Source: an optimization exercise on an open RTL-to-GDS flow (aim: small area and a short achievable clock period). Production flows keep margins and buffers that such runs may drop.
Where RTL was checked, it was by simulation tests only, not by an equivalence proof against the original.
Power figures rest on the tool's default switching activity, not on a simulated workload.

==> build 56: inputs <==
// DCIM
module DCIM (
    input clk,
    input rst_n,
    input in_valid,
    input [127:0] in_data1,
    input [127:0] in_data2,
    input [127:0] in_data3,
    input [127:0] in_data4,
    output reg out_valid,
    output reg [12:0] O1,
    output reg [12:0] O2,
    output reg [12:0] O3,
    output reg [12:0] O4
);
reg [12:0] acc1;
reg [12:0] acc2;
reg [12:0] acc3;
reg [12:0] acc4;
reg [6:1] v;
reg [1:0] cnt;
reg lst;
always @(posedge clk or negedge rst_n) begin
    if (!rst_n) begin
        v <= 6'd0; cnt <= 2'd0; lst <= 1'b0;
        out_valid <= 1'b0; O1 <= 13'd0; O2 <= 13'd0; O3 <= 13'd0; O4 <= 13'd0;
    end else begin
        v <= {v[5:1], in_valid};
        if (v[6]) cnt <= cnt + 2'd1;
        lst <= v[6] & (&cnt);
        out_valid <= lst;
        O1 <= lst ? acc1 : 13'd0;
        O2 <= lst ? acc2 : 13'd0;
        O3 <= lst ? acc3 : 13'd0;
        O4 <= lst ? acc4 : 13'd0;
    end
end
wire c1s1 = in_data1[0] ^ in_data1[4] ^ in_data1[8];
wire c1c2 = (in_data1[0] & in_data1[4]) | (in_data1[8] & (in_data1[0] ^ in_data1[4]));
wire c1s3 = in_data1[12] ^ in_data1[16] ^ in_data1[20];
wire c1c4 = (in_data1[12] & in_data1[16]) | (in_data1[20] & (in_data1[12] ^ in_data1[16]));
wire c1s5 = in_data1[24] ^ in_data1[28] ^ in_data1[32];
wire c1c6 = (in_data1[24] & in_data1[28]) | (in_data1[32] & (in_data1[24] ^ in_data1[28]));
wire c1s7 = in_data1[36] ^ in_data1[40] ^ in_data1[44];
wire c1c8 = (in_data1[36] & in_data1[40]) | (in_data1[44] & (in_data1[36] ^ in_data1[40]));
wire c1s9 = in_data1[48] ^ in_data1[52] ^ in_data1[56];
  ...
Settings: LEC_CHECK=0, CAP_MARGIN=20, CORE_MARGIN=2, CORE_UTILIZATION=40, SLEW_MARGIN=20; clock period 2.4 ns.
run.sh (not shown) runs the stock make flow with config.mk's settings and CLKGATE_MAP_FILE= SYNTH_SCRIPT=/design/flow/synth_recipe.tcl, a recipe that flattens the netlist after the stock synthesis.
==> trial 1 (differences from build 56) <==
==> flow/flow/run.sh (new file) <==
#!/bin/bash
# Standard ORFS layout with two changes:
#  - SYNTH_ARGS=-noabc: skip the abc -fast inside Yosys's generic synth, so the
#    full adders written in the RTL reach extract_fa in their plain polarity
#    (no inverters around every full adder); the final liberty abc still runs.
#  - port buffers use buf_1.
set -euo pipefail
bash standard.sh SYNTH_ARGS=-noabc "BUFFER_PORTS_ARGS=-buffer_cell sky130_fd_sc_hd__buf_1" finish > flow_make.log 2>&1
==> flow/standard.sh (new file) <==
#!/bin/bash
# synth_recipe.tcl (not shown) runs the flow's synth.tcl, then flattens the netlist and writes it again
# the make line also repeats each setting of config.mk as NAME=value (left out here)
make -C /OpenROAD-flow-scripts/flow DESIGN_CONFIG=/design/flow/config.mk WORK_HOME=/design/flow/orfs CLKGATE_MAP_FILE= SYNTH_SCRIPT=/design/flow/synth_recipe.tcl "${@:-finish}"
removed: flow/run.sh
==> comparison table <==
Antenna violations before repair: trial 1 0; build 56 1
Most common library cell in the layout ignoring fill and taps: trial 1 buf_1; build 56 inv_1
Amount of wire on met3 after detailed routing: trial 1 1.78 mm; build 56 1.87 mm
Static leakage: trial 1 11.3 nW; build 56 16.1 nW
Number of cells produced by synthesis: trial 1 1,381; build 56 2,016
Number of cells on the worst reg-to-reg path: trial 1 12; build 56 9
Worst slew margin: trial 1 0.424; build 56 0.498
Fraction of area in multi-input gates: trial 1 0.439; build 56 0.365
Share of the core filled with cells in the final layout: trial 1 0.505; build 56 0.554
Layout-stage area growth over the synthesis result: trial 1 25.6%; build 56 37.1%
Yosys top cell area share: trial 1 0.406; build 56 0.368
Post-synthesis xor/xnor area fraction: trial 1 0.0186; build 56 0.0193
Overall power consumption: trial 1 41.7 mW; build 56 43.4 mW
End point of the critical path: trial 1 acc3[11]; build 56 acc2[12]
Mean cell area of the mapped netlist: trial 1 16.7 um^2; build 56 12.6 um^2
Final worst-path setup slack: trial 1 -133 ps; build 56 -91.3 ps
Status: trial 1 finished with violations; build 56 finished with violations
Layout check failures: trial 1 negative setup slack; build 56 negative setup slack
Most repeated cell in the gate-level netlist after synthesis: trial 1 fa_1; build 56 inv_1
No functional check of the RTL was part of any run of this note.

==> inputs of job 6853 <==
DCIM, a different RTL version from the one above (not shown whole).
==> flow/design.v (excerpt) <==
module DCIM (
    input clk,
    input rst_n,
    input in_valid,
    input [127:0] in_data1,
    input [127:0] in_data2,
    input [127:0] in_data3,
    input [127:0] in_data4,
    output reg out_valid,
    output reg [12:0] O1,
    output reg [12:0] O2,
    output reg [12:0] O3,
    output reg [12:0] O4
);
clock: 2.4 ns
lec_check: 0
cap_margin: 20
core_margin: 2
core_utilization: 60
setup_slack_margin: 0.8
slew_margin: 20
standard.sh (not shown) runs the stock make flow with config.mk's settings and CLKGATE_MAP_FILE= SYNTH_SCRIPT=/design/flow/synth_recipe.tcl, a recipe that flattens the netlist after the stock synthesis.
==> flow/flow/run.sh <==
#!/bin/bash
# Standard ORFS layout with two changes:
#  - SYNTH_ARGS=-noabc: skip the abc -fast inside Yosys's generic synth, so the
#    full adders written in the RTL reach extract_fa in their plain polarity
#    (no inverters around every full adder); the final liberty abc still runs.
#  - port buffers use buf_1.
set -euo pipefail
bash standard.sh SYNTH_ARGS=-noabc "BUFFER_PORTS_ARGS=-buffer_cell sky130_fd_sc_hd__buf_1" finish > flow_make.log 2>&1
==> inputs of job 8740, as changes to job 6853 <==
CTS_CLUSTER_DIAMETER = 80   (was not set)
CTS_CLUSTER_SIZE = 30   (was not set)
GPL_TIMING_DRIVEN = 0   (was not set)
PLACE_DENSITY = 0.7   (was not set)
==> inputs of job 2540, as changes to job 6853 <==
CTS_CLUSTER_DIAMETER = 80   (was not set)
CTS_CLUSTER_SIZE = 30   (was not set)
SETUP_SLACK_MARGIN = 0.76   (was 0.8)
==> inputs of job 7879, as changes to job 6853 <==
CTS_CLUSTER_DIAMETER = 80   (was not set)
CTS_CLUSTER_SIZE = 30   (was not set)
GPL_TIMING_DRIVEN = 0   (was not set)
PLACE_DENSITY = 0.8   (was not set)
==> summary of the runs <==
- Of job 6853 and job 7879, job 6853 has the higher sequential power (gap about 2%, measured against job 7879).
- Of job 7879 and job 6853, job 6853 has the higher first-iteration DRC count (gap 21%, measured against job 6853).
- Job 2540 completed with no timing, DRC or antenna violations. Job 8740 produced a clean layout. Job 6853 went through all stages and came out clean. Job 7879 produced a clean layout.
- Synthesized area is the same in job 8740 and job 7879.
- Between job 8740 and job 2540, the lower core utilization is in job 2540 (gap 0.74 points).
- Between job 2540 and job 8740, the lower sequential share of layout area is in job 8740 (gap 0.48 points).

==> what the ideal ports hide <==
The flow's constraints put no driver on any port. The routed layouts listed below were extracted and timed again, unchanged, in two steps.
Step 1 assumes that a clkbuf_16 drives the clock port and a buf_2 every other input.
Step 2 moves the port delays by t, midway between the first and last clock arrival at a register: inputs arrive t later, outputs are due t later. That takes back most of the time a late clock gives input paths.
Three values: ideal ports, drivers, drivers and shift; two values: the first two.
| run | shift t [ns] | setup slack, ns | hold slack, ns | worst slew at a driven data input, ns |
|---|---|---|---|---|
| build 56 | 0.636 | -0.091 / -0.091 / -0.347 | 0.320 / 0.299 / 0.320 | 0.07 |
| trial 1 | 0.631 | -0.133 / -0.133 / -0.133 | 0.306 / 0.306 / 0.306 | 0.07 |
| job 6853 | 0.670 | 0.730 / 0.667 / 0.142 | 0.021 / -0.015 / 0.326 | 0.10 |
| job 8740 | 0.653 | 0.731 / 0.672 / 0.167 | 0.211 / 0.181 / 0.332 | 0.10 |
| job 2540 | 0.661 | 0.742 / 0.692 / 0.132 | 0.012 / -0.026 / 0.331 | 0.09 |
| job 7879 | 0.641 | 0.739 / 0.679 / 0.188 | 0.222 / 0.186 / 0.328 | 0.10 |
For job 2540, which loses most, drivers alone change the setup slack by -0.050 ns; drivers and shift together by -0.610 ns.
